Context: an optimization exercise on an open-source flow, tuned for small area and a short achievable clock period. The choices shown serve that exercise and are no tape-out recipe. Where RTL was checked, it was by simulation tests only, not by an equivalence proof against the original. Power is estimated from default activity; no workload was simulated.

oak:
==> module ALUPre, before the edit <==
module ALUPre #(parameter int NS1 = 1) (
  input  logic [31:0] A, B,
  input  logic [6:0] funct7,
  input  logic [2:0] funct3,
  output logic [31:0] X, Y,
  output logic cin, add,
  output logic [4-NS1:0] shamt,
  output logic fill
);
  logic [31:0] F, X0;
  logic [31:0] s [0:NS1];
  logic sub, arith, shift, sll, k11, k10, k01, k00;
  assign sll   = (funct3 == 3'b001);
  assign shift = ~funct3[1] & funct3[0];    
  assign arith = (funct3 == 3'b000);        
  assign sub   = funct7[5];
  assign fill  = sub & A[31];
  assign k11 = sub | funct3[1] | funct3[0];
  assign k10 = funct3[0] ? ~funct3[1] : ~sub;
  assign k01 = ~sub & ~funct3[0];
  assign k00 = sub & ~funct3[0];
  always_comb
    for (int i = 0; i < 32; i++)
      F[i] = B[i] ? (A[i] ? k11 : k01) : (A[i] ? k10 : k00);
  always_comb
    for (int i = 0; i < 32; i++) X0[i] = sll ? A[31-i] : F[i];
  assign s[0] = X0;
  genvar l;
  generate
    for (l = 0; l < NS1; l++) begin : sh
      localparam int D = 16 >> l;
      assign s[l+1] = (B[4-l] & shift) ? {{D{fill}}, s[l][31:D]} : s[l];
    end
  endgenerate
  assign X = s[NS1];
  assign Y = A;
  assign add = arith;
  assign cin = arith & sub;
  assign shamt = B[4-NS1:0];
endmodule
==> module ALU, before the edit <==
module ALU #(parameter int NS1 = 1) (
  input  logic [31:0] X, Y,
  input  logic cin, add,
  input  logic [4-NS1:0] shamt,
  input  logic fill, sel_sum, sel_r, sel_l,
  output logic [31:0] Result,
  output logic Zero, Carry, Overflow
);
  logic [32:0] c;
  logic [31:0] zt, sum;
  logic [31:0] g0, p0;
  logic [31:0] t [0:5-NS1];
  logic [31:0] S;
  logic zadd;
  logic [31:0] g;
  assign g = Y & ~X & {32{add}};
  assign g0 = {g[31:1], g[0] | (X[0] & cin)};
  assign p0 = X | g;
  logic [31:0] G [0:9];
  logic [31:0] P [0:9];
  always_comb begin
    G[0] = g0;
    P[0] = p0;
    for (int k = 0; k < 5; k++) begin
      G[k+1] = G[k];
      P[k+1] = P[k];
      for (int i = 0; i < 32; i++)
        if ((i % (2 << k)) == (2 << k) - 1) begin
          G[k+1][i] = G[k][i] | (P[k][i] & G[k][i - (1 << k)]);
          P[k+1][i] = P[k][i] & P[k][i - (1 << k)];
        end
    end
    for (int k = 3; k >= 0; k--) begin
      G[9-k] = G[8-k];
      P[9-k] = P[8-k];
      for (int i = 0; i < 32; i++)
        if ((i % (2 << k)) == (1 << k) - 1 && i >= (2 << k)) begin
          G[9-k][i] = G[8-k][i] | (P[8-k][i] & G[8-k][i - (1 << k)]);
          P[9-k][i] = P[8-k][i] & P[8-k][i - (1 << k)];
        end
    end
  end
  assign c = {G[9], cin};
  assign sum = X ^ c[31:0];
  assign zt = X ^ {p0[30:0], cin};
  assign zadd = ~|zt;
  genvar l;
  assign t[0] = X;
  generate
    for (l = 0; l < 5 - NS1; l++) begin : sh
      localparam int D = 1 << (4 - NS1 - l);
      assign t[l+1] = shamt[4-NS1-l] ? {{D{fill}}, t[l][31:D]} : t[l];
    end
  endgenerate
  assign S = t[5-NS1];
  always_comb
    for (int k = 0; k < 32; k++)
      Result[k] = (sel_r & S[k]) | (sel_l & S[31-k]) | (sel_sum & sum[k]);
  assign Zero = ((sel_r | sel_l) & ~|S) | (sel_sum & zadd) | ~(sel_r | sel_l | sel_sum);
  assign Carry = sel_sum & (c[32] ^ cin);
  assign Overflow = sel_sum & (c[32] ^ c[31]);
endmodule
==> module ALU_Pipeline, before the edit <==
module ALU_Pipeline(
  input  logic clk, rst,
  input  logic [31:0] A_in, B_in,
  input  logic [31:0] instr_in,
  output logic [31:0] Result_out,
  output logic Zero_out, Carry_out, Overflow_out, Negative_out
);
  localparam int NS1 = 1;
  logic [6:0] opcode, funct7;
  logic [2:0] funct3;
  logic [31:0] X_d, Y_d;
  logic cin_d, add_d, fill_d, sel_sum_d, sel_r_d, sel_l_d;
  logic [4-NS1:0] shamt_d;
  logic [31:0] X_reg, Y_reg;
  logic cin_reg, add_reg, fill_reg, sel_sum_reg, sel_r_reg, sel_l_reg;
  logic [4-NS1:0] shamt_reg;
  logic [31:0] Result_comb;
  logic Zero_comb, Carry_comb, Overflow_comb;
  InstructionDecoder decoder (
    .instruction(instr_in),
    .opcode(opcode),
    .funct3(funct3),
    .funct7(funct7)
  );
  ALUControl control (
    .opcode(opcode), .funct3(funct3), .funct7(funct7),
    .sel_sum(sel_sum_d), .sel_r(sel_r_d), .sel_l(sel_l_d)
  );
  ALUPre #(.NS1(NS1)) pre (
    .A(A_in), .B(B_in), .funct7(funct7), .funct3(funct3),
    .X(X_d), .Y(Y_d), .cin(cin_d), .add(add_d), .shamt(shamt_d), .fill(fill_d)
  );
  always_ff @(posedge clk or posedge rst) begin
    if (rst) begin
      sel_sum_reg <= 0;
      sel_r_reg <= 0;
      sel_l_reg <= 0;
    end else begin
      sel_sum_reg <= sel_sum_d;
      sel_r_reg <= sel_r_d;
      sel_l_reg <= sel_l_d;
    end
  end
  always_ff @(posedge clk) begin
    X_reg <= X_d;
    Y_reg <= Y_d;
    cin_reg <= cin_d;
    add_reg <= add_d;
    shamt_reg <= shamt_d;
    fill_reg <= fill_d;
  end
  ALU #(.NS1(NS1)) alu_inst (
    .X(X_reg), .Y(Y_reg), .cin(cin_reg), .add(add_reg), .shamt(shamt_reg), .fill(fill_reg),
    .sel_sum(sel_sum_reg), .sel_r(sel_r_reg), .sel_l(sel_l_reg),
    .Result(Result_comb),
    .Zero(Zero_comb),
    .Carry(Carry_comb),
    .Overflow(Overflow_comb)
  );
  always_ff @(posedge clk or posedge rst) begin
    if (rst) begin
      Result_out <= 0;
      Zero_out <= 0;
      Carry_out <= 0;
      Overflow_out <= 0;
    end else begin
      Result_out <= Result_comb;
      Zero_out <= Zero_comb;
      Carry_out <= Carry_comb;
      Overflow_out <= Overflow_comb;
    end
  end
  assign Negative_out = Result_out[31];
endmodule
==> flow/config.mk <==
export PLATFORM = sky130hd
export DESIGN_NAME = ALU_Pipeline
export DESIGN_NICKNAME = ALU_Pipeline
export VERILOG_FILES = /design/flow/design.v
export SDC_FILE = /design/flow/constraint.sdc
export NUM_CORES = 4
export LEC_CHECK = 0
export ABC_AREA = 1
export CAP_MARGIN = 20
export CORE_MARGIN = 2
export CORE_UTILIZATION = 40
export SETUP_SLACK_MARGIN = 4.5
export SLEW_MARGIN = 20
==> flow/constraint.sdc <==
create_clock -name core_clock -period 7.0 [get_ports {clk}]
set_input_delay 1.4000 -clock core_clock [delete_from_list [all_inputs] [get_ports {clk}]]
set_output_delay 1.4000 -clock core_clock [all_outputs]
set_load 0.01 [all_outputs]
standard.sh (not shown) runs the stock make flow with config.mk's settings and CLKGATE_MAP_FILE= SYNTH_SCRIPT=/design/flow/synth_recipe.tcl, a recipe that flattens the netlist after the stock synthesis.
==> flow/flow/run.sh <==
#!/bin/bash
# The standard layout, with the ports buffered by the smallest buffer (the resizer sizes
# them up where timing needs it) instead of buffer_ports' default delay buffer.
set -euo pipefail
bash standard.sh synth > synth.log 2>&1
export BUFFER_PORTS_ARGS="-buffer_cell sky130_fd_sc_hd__buf_1"
bash standard.sh finish > layout.log 2>&1
oak finished every step from synthesis to the final layout, and the layout passed the timing, design-rule and antenna checks.
The following lists how pine was set up differently from oak:
diff --git a/flow/design.v b/flow/design.v
--- a/flow/design.v
+++ b/flow/design.v
@@ -4,5 +4,5 @@
   input  logic [2:0] funct3,
   output logic [31:0] X, Y,
-  output logic cin, add,
+  output logic cin,
   output logic [4-NS1:0] shamt,
   output logic fill
@@ -34,6 +34,5 @@
   endgenerate
   assign X = s[NS1];
-  assign Y = A;
-  assign add = arith;
+  assign Y = A & {32{arith}};
   assign cin = arith & sub;
   assign shamt = B[4-NS1:0];
@@ -41,5 +40,5 @@
 module ALU #(parameter int NS1 = 1) (
   input  logic [31:0] X, Y,
-  input  logic cin, add,
+  input  logic cin,
   input  logic [4-NS1:0] shamt,
   input  logic fill, sel_sum, sel_r, sel_l,
@@ -48,13 +47,10 @@
 );
   logic [32:0] c;
-  logic [31:0] zt, sum;
+  logic [31:0] sum;
   logic [31:0] g0, p0;
   logic [31:0] t [0:5-NS1];
   logic [31:0] S;
-  logic zadd;
-  logic [31:0] g;
-  assign g = Y & ~X & {32{add}};
-  assign g0 = {g[31:1], g[0] | (X[0] & cin)};
-  assign p0 = X | g;
+  assign g0 = {Y[31:1] & ~X[31:1], (Y[0] & ~X[0]) | (X[0] & cin)};
+  assign p0 = X | Y;
   logic [31:0] G [0:9];
   logic [31:0] P [0:9];
@@ -83,6 +79,4 @@
   assign c = {G[9], cin};
   assign sum = X ^ c[31:0];
-  assign zt = X ^ {p0[30:0], cin};
-  assign zadd = ~|zt;
   genvar l;
   assign t[0] = X;
@@ -97,5 +91,5 @@
     for (int k = 0; k < 32; k++)
       Result[k] = (sel_r & S[k]) | (sel_l & S[31-k]) | (sel_sum & sum[k]);
-  assign Zero = ((sel_r | sel_l) & ~|S) | (sel_sum & zadd) | ~(sel_r | sel_l | sel_sum);
+  assign Zero = ~|Result;
   assign Carry = sel_sum & (c[32] ^ cin);
   assign Overflow = sel_sum & (c[32] ^ c[31]);
@@ -140,8 +134,8 @@
   logic [2:0] funct3;
   logic [31:0] X_d, Y_d;
-  logic cin_d, add_d, fill_d, sel_sum_d, sel_r_d, sel_l_d;
+  logic cin_d, fill_d, sel_sum_d, sel_r_d, sel_l_d;
   logic [4-NS1:0] shamt_d;
   logic [31:0] X_reg, Y_reg;
-  logic cin_reg, add_reg, fill_reg, sel_sum_reg, sel_r_reg, sel_l_reg;
+  logic cin_reg, fill_reg, sel_sum_reg, sel_r_reg, sel_l_reg;
   logic [4-NS1:0] shamt_reg;
   logic [31:0] Result_comb;
@@ -159,5 +153,5 @@
   ALUPre #(.NS1(NS1)) pre (
     .A(A_in), .B(B_in), .funct7(funct7), .funct3(funct3),
-    .X(X_d), .Y(Y_d), .cin(cin_d), .add(add_d), .shamt(shamt_d), .fill(fill_d)
+    .X(X_d), .Y(Y_d), .cin(cin_d), .shamt(shamt_d), .fill(fill_d)
   );
   always_ff @(posedge clk or posedge rst) begin
@@ -176,10 +170,9 @@
     Y_reg <= Y_d;
     cin_reg <= cin_d;
-    add_reg <= add_d;
     shamt_reg <= shamt_d;
     fill_reg <= fill_d;
   end
   ALU #(.NS1(NS1)) alu_inst (
-    .X(X_reg), .Y(Y_reg), .cin(cin_reg), .add(add_reg), .shamt(shamt_reg), .fill(fill_reg),
+    .X(X_reg), .Y(Y_reg), .cin(cin_reg), .shamt(shamt_reg), .fill(fill_reg),
     .sel_sum(sel_sum_reg), .sel_r(sel_r_reg), .sel_l(sel_l_reg),
     .Result(Result_comb),
Findings:
Relative to oak, internal power component has decreased by 0.047 mW in pine.
Per the comparison of pine with oak, core utilization higher, peak per-stage delay on the critical path higher, initial cell density of the core higher, critical path depth higher.
For pine, only the layout was checked, not whether the RTL still works.

## what the ideal ports hide
Ports are ideal in the flow. The routed layouts listed here were re-timed in OpenROAD.
Step 1, drivers: a clkbuf_16 drives clk and a buf_2 each remaining input, both assumed.
Step 2 also shifts input and output timing later by t, the mid clock arrival at the registers, as if the neighbouring blocks saw the same clock.
Three values: ideal, step 1, step 2; two values: the first two.
| run | t (ns) | slack for setup (ns) | worst hold slack (ns) | worst setup path after step 2 | latest minus earliest clock arrival (ns) |
|---|---|---|---|---|---|
| oak | 0.405 | 4.540 / 4.522 / 4.117 | 0.553 / 0.553 / 0.553 | input to register | 0.013 / 0.013 |
| pine | 0.403 | 4.492 / 4.492 / 4.143 | 0.496 / 0.496 / 0.496 | input to register | 0.012 / 0.012 |
After both steps every run listed still meets setup and hold. For oak, which loses most, drivers alone change the setup slack by -0.018 ns; drivers and shift together by -0.423 ns.
